Background: an optimization exercise with open tools, aiming at small area and a short achievable clock period. Do not read the settings as production practice. Where RTL was checked, it was by simulation tests only, not by an equivalence proof against the original. Power is estimated from default activity; no workload was simulated.

==> inputs of run a <==
==> flow/design.v <==
`timescale 1ns / 1ps
module IExecute(
    input clk,
    input rst,
    input EXEBufEn,
    input [31:0] ALUopr1,
    input [31:0] ALUopr2,
    input [7:0] ALUOp,
    input sgn,
    input isJump,
    input [3:0] branch_type,
    input [31:0] PC_curr,
    input [31:0] Store_src,
    input pc_ins_type,
    output EXEHold,
    output reg [31:0] branch_resolution_address,
    output reg misprediction,
    output reg isJump_reg,
    output reg [31:0] EXE_Result
);
    parameter ALU_PREFIX = 0;    
    parameter PC_PREFIX  = 0;
    wire [31:0] A = ALUopr1;
    wire [31:0] B = ALUopr2;
    wire sub = ALUOp[1];
    assign EXEHold = 1'b0;
    function [31:0] prefix;
        input [31:0] g_in;
        input [31:0] p_in;
        input integer kind;
        reg [31:0] G, P, Gn, Pn;
        integer l, i, j, d;
        begin
            G = g_in; P = p_in;
            if (kind == 0) begin
                for (l = 0; l < 5; l = l + 1) begin
                    Gn = G; Pn = P;
                    for (i = 0; i < 32; i = i + 1)
                        if ((i >> l) & 1) begin
                            j = ((i >> l) << l) - 1;
                            Gn[i] = G[i] | (P[i] & G[j]);
                            Pn[i] = P[i] & P[j];
                        end
                    G = Gn; P = Pn;
                end
            end else if (kind == 2) begin
                for (l = 0; l < 5; l = l + 1) begin
                    Gn = G; Pn = P;
                    for (i = 0; i < 32; i = i + 1)
                        if (i >= (1 << l)) begin
                            j = i - (1 << l);
                            Gn[i] = G[i] | (P[i] & G[j]);
                            Pn[i] = P[i] & P[j];
                        end
                    G = Gn; P = Pn;
                end
            end else begin
                for (l = 0; l < 5; l = l + 1) begin
                    d = 1 << l;
                    Gn = G; Pn = P;
                    for (i = 0; i < 32; i = i + 1)
                        if (((i + 1) % (2 * d)) == 0) begin
                            j = i - d;
                            Gn[i] = G[i] | (P[i] & G[j]);
                            Pn[i] = P[i] & P[j];
                        end
                    G = Gn; P = Pn;
                end
                for (l = 3; l >= 0; l = l - 1) begin
                    d = 1 << l;
                    Gn = G; Pn = P;
                    for (i = 0; i < 32; i = i + 1)
                        if ((((i + 1) % (2 * d)) == d) && (i >= 2 * d)) begin
                            j = i - d;
                            Gn[i] = G[i] | (P[i] & G[j]);
                            Pn[i] = P[i] & P[j];
                        end
                    G = Gn; P = Pn;
                end
            end
            prefix = G;
        end
    endfunction
    wire [31:0] x  = A ^ B;              
    wire [31:0] ap = x ^ {32{sub}};      
    wire [31:0] ag = A & (B ^ {32{sub}});
    wire [31:0] ag0 = {ag[31:1], ag[0] | (ap[0] & sub)};
    wire [31:0] ac = prefix(ag0, ap, ALU_PREFIX);    
    wire [31:0] sum = ap ^ {ac[30:0], sub};
    wire lt = x[31] ? B[31] : (sub ^ ac[30]);
    wire neq = |x;
    wire mis_w = ((branch_type[0] & neq) | (branch_type[1] & lt)) ^ branch_type[2];
    wire [31:0] pp = PC_curr ^ B;
    wire [31:0] pg = PC_curr & B;
    wire [31:0] pc_c = prefix(pg, pp, PC_PREFIX);
    wire [31:0] bra = pp ^ {pc_c[30:0], 1'b0};
    wire right = ALUOp[6];
    wire fill = sgn & right;
    wire [31:0] Arev;
    genvar k;
    generate
        for (k = 0; k < 32; k = k + 1) begin : g_rev
            assign Arev[k] = A[31 - k];
        end
    endgenerate
    wire [31:0] s0 = right ? A : Arev;
    wire [31:0] s1 = B[0] ? {fill, s0[31:1]} : s0;
    wire [31:0] s2 = B[1] ? {{2{fill}}, s1[31:2]} : s1;
    wire [31:0] s3 = B[2] ? {{4{fill}}, s2[31:4]} : s2;
    wire [31:0] s4 = B[3] ? {{8{fill}}, s3[31:8]} : s3;
    wire [31:0] s5 = B[4] ? {{16{fill}}, s4[31:16]} : s4;
    wire [31:0] s5rev;
    generate
        for (k = 0; k < 32; k = k + 1) begin : g_rev2
            assign s5rev[k] = s5[31 - k];
        end
    endgenerate
    wire hi_zero = ~|ALUOp[6:2];
    wire sel_add = ~ALUOp[7] & hi_zero & ALUOp[0];
    wire sel_lt  =  ALUOp[7] & hi_zero & ALUOp[0];
    wire sel_and = ALUOp[6:0] == 7'b0000100;
    wire sel_or  = ALUOp[6:0] == 7'b0001000;
    wire sel_xor = ALUOp[6:0] == 7'b0010000;
    wire sel_sll = ALUOp[6:0] == 7'b0100000;
    wire sel_sr  = ALUOp[6:0] == 7'b1000000;
    wire any_sel = sel_add | sel_lt | sel_and | sel_or | sel_xor | sel_sll | sel_sr;
    wire load = EXEBufEn & ~branch_type[3] & any_sel;
    wire k_and = sel_and | sel_or;
    wire k_xor = sel_xor | sel_or;
    wire [31:0] logic_r = ({32{k_and}} & A & B) | ({32{k_xor}} & x);
    wire [31:0] res = ({32{sel_add}} & sum)
                    | {31'b0, sel_lt & lt}
                    | logic_r
                    | ({32{sel_sll}} & s5rev)
                    | ({32{sel_sr}} & s5);
    always @(posedge clk or negedge rst) begin
        if (rst == 1'b0) begin
            misprediction <= 1'b0;
            branch_resolution_address <= 32'b0;
            isJump_reg <= 1'b0;
        end else begin
            misprediction <= mis_w;
            branch_resolution_address <= bra;
            isJump_reg <= isJump;
        end
    end
    always @(posedge clk or negedge rst) begin
        if (rst == 1'b0)
            EXE_Result <= 32'b0;
        else if (load)
            EXE_Result <= res;
    end
endmodule
==> flow/flow/run.sh <==
#!/bin/bash
set -euo pipefail
export BUFFER_PORTS_ARGS="-buffer_cell sky130_fd_sc_hd__buf_1"
bash standard.sh > standard_flow.log 2>&1
==> flow/standard.sh <==
#!/bin/bash
# synth_recipe.tcl (not shown) runs the flow's synth.tcl, then flattens the netlist and writes it again
# the make line also repeats each setting of config.mk as NAME=value (left out here)
make -C /OpenROAD-flow-scripts/flow DESIGN_CONFIG=/design/flow/config.mk WORK_HOME=/design/flow/orfs CLKGATE_MAP_FILE= SYNTH_SCRIPT=/design/flow/synth_recipe.tcl "${@:-finish}"
==> flow/config.mk <==
export PLATFORM = sky130hd
export DESIGN_NAME = IExecute
export DESIGN_NICKNAME = IExecute
export VERILOG_FILES = /design/flow/design.v
export SDC_FILE = /design/flow/constraint.sdc
export NUM_CORES = 4
export LEC_CHECK = 0
export ABC_AREA = 1
export CAP_MARGIN = 20
export CORE_MARGIN = 2
export CORE_UTILIZATION = 40
export SETUP_SLACK_MARGIN = 2.5
export SLEW_MARGIN = 20
==> flow/constraint.sdc <==
create_clock -name core_clock -period 6.0 [get_ports {clk}]
set_input_delay 1.2000 -clock core_clock [delete_from_list [all_inputs] [get_ports {clk}]]
set_output_delay 1.2000 -clock core_clock [all_outputs]
set_load 0.01 [all_outputs]
==> run b: changes against run a <==
--- a/flow/design.v
+++ b/flow/design.v
@@ -19,7 +19,7 @@
     output reg [31:0] EXE_Result
 );
     parameter ALU_PREFIX = 0;    
-    parameter PC_PREFIX  = 0;
+    parameter PC_PREFIX  = 1;
     wire [31:0] A = ALUopr1;
     wire [31:0] B = ALUopr2;
     wire sub = ALUOp[1];
==> flow/run.sh (new file) <==
#!/bin/bash
# synth_recipe.tcl (not shown) runs the flow's synth.tcl, then flattens the netlist and writes it again
# the make line also repeats each setting of config.mk as NAME=value (left out here)
make -C /OpenROAD-flow-scripts/flow DESIGN_CONFIG=/design/flow/config.mk WORK_HOME=/design/flow/orfs CLKGATE_MAP_FILE= SYNTH_SCRIPT=/design/flow/synth_recipe.tcl finish
- ABC_AREA: 1 -> unset
- SETUP_SLACK_MARGIN: 2.5 -> unset
removed: flow/flow/run.sh
removed: flow/standard.sh
==> run summary <==
Against run a, the sequential share of layout area of run b is lower by 1.9 points. Against run a, the cell area of run b is larger by 14%. Power: run a is smaller than run b (13%). In flip-flop and latch count, run a and run b do not differ. In run b the worst hold slack is higher than in run a, by 3.2 ps. Against run b, the combinational power of run a is smaller by about 22%. Of run a and run b, run b has the higher die area (gap about 8%, measured against run b). Against run a, the wire length of run b is lower by 2.7%.
For run b, only the layout was checked, not whether the RTL still works.

port drivers added, routing unchanged:
No port has a modelled driver above. Below, the same layouts with a new extraction and two added sets of constraints. Step 1 (the two cells are an assumption about what drives the block):
set clk [get_ports {clk}]
set_driving_cell -lib_cell sky130_fd_sc_hd__clkbuf_16 $clk
set_driving_cell -lib_cell sky130_fd_sc_hd__buf_2 [delete_from_list [all_inputs] $clk]
Step 2 also shifts input and output timing later by t, the mid clock arrival at the registers, as if the neighbouring blocks saw the same clock. a / b / c = ideal / step 1 / step 2; a / b = the first two.
run	t, ns	slack for setup (ns)	worst setup path after step 2	worst data-port slew with drivers (ns)
run a	0.400	2.624 / 2.647 / 2.247	input to register	0.06
run b	0.403	0.722 / 0.747 / 0.344	input to register	0.05
After both steps setup and hold are still met in every run listed. For run b, which loses most, drivers alone change the setup slack by +0.025 ns; drivers and shift together by -0.378 ns.
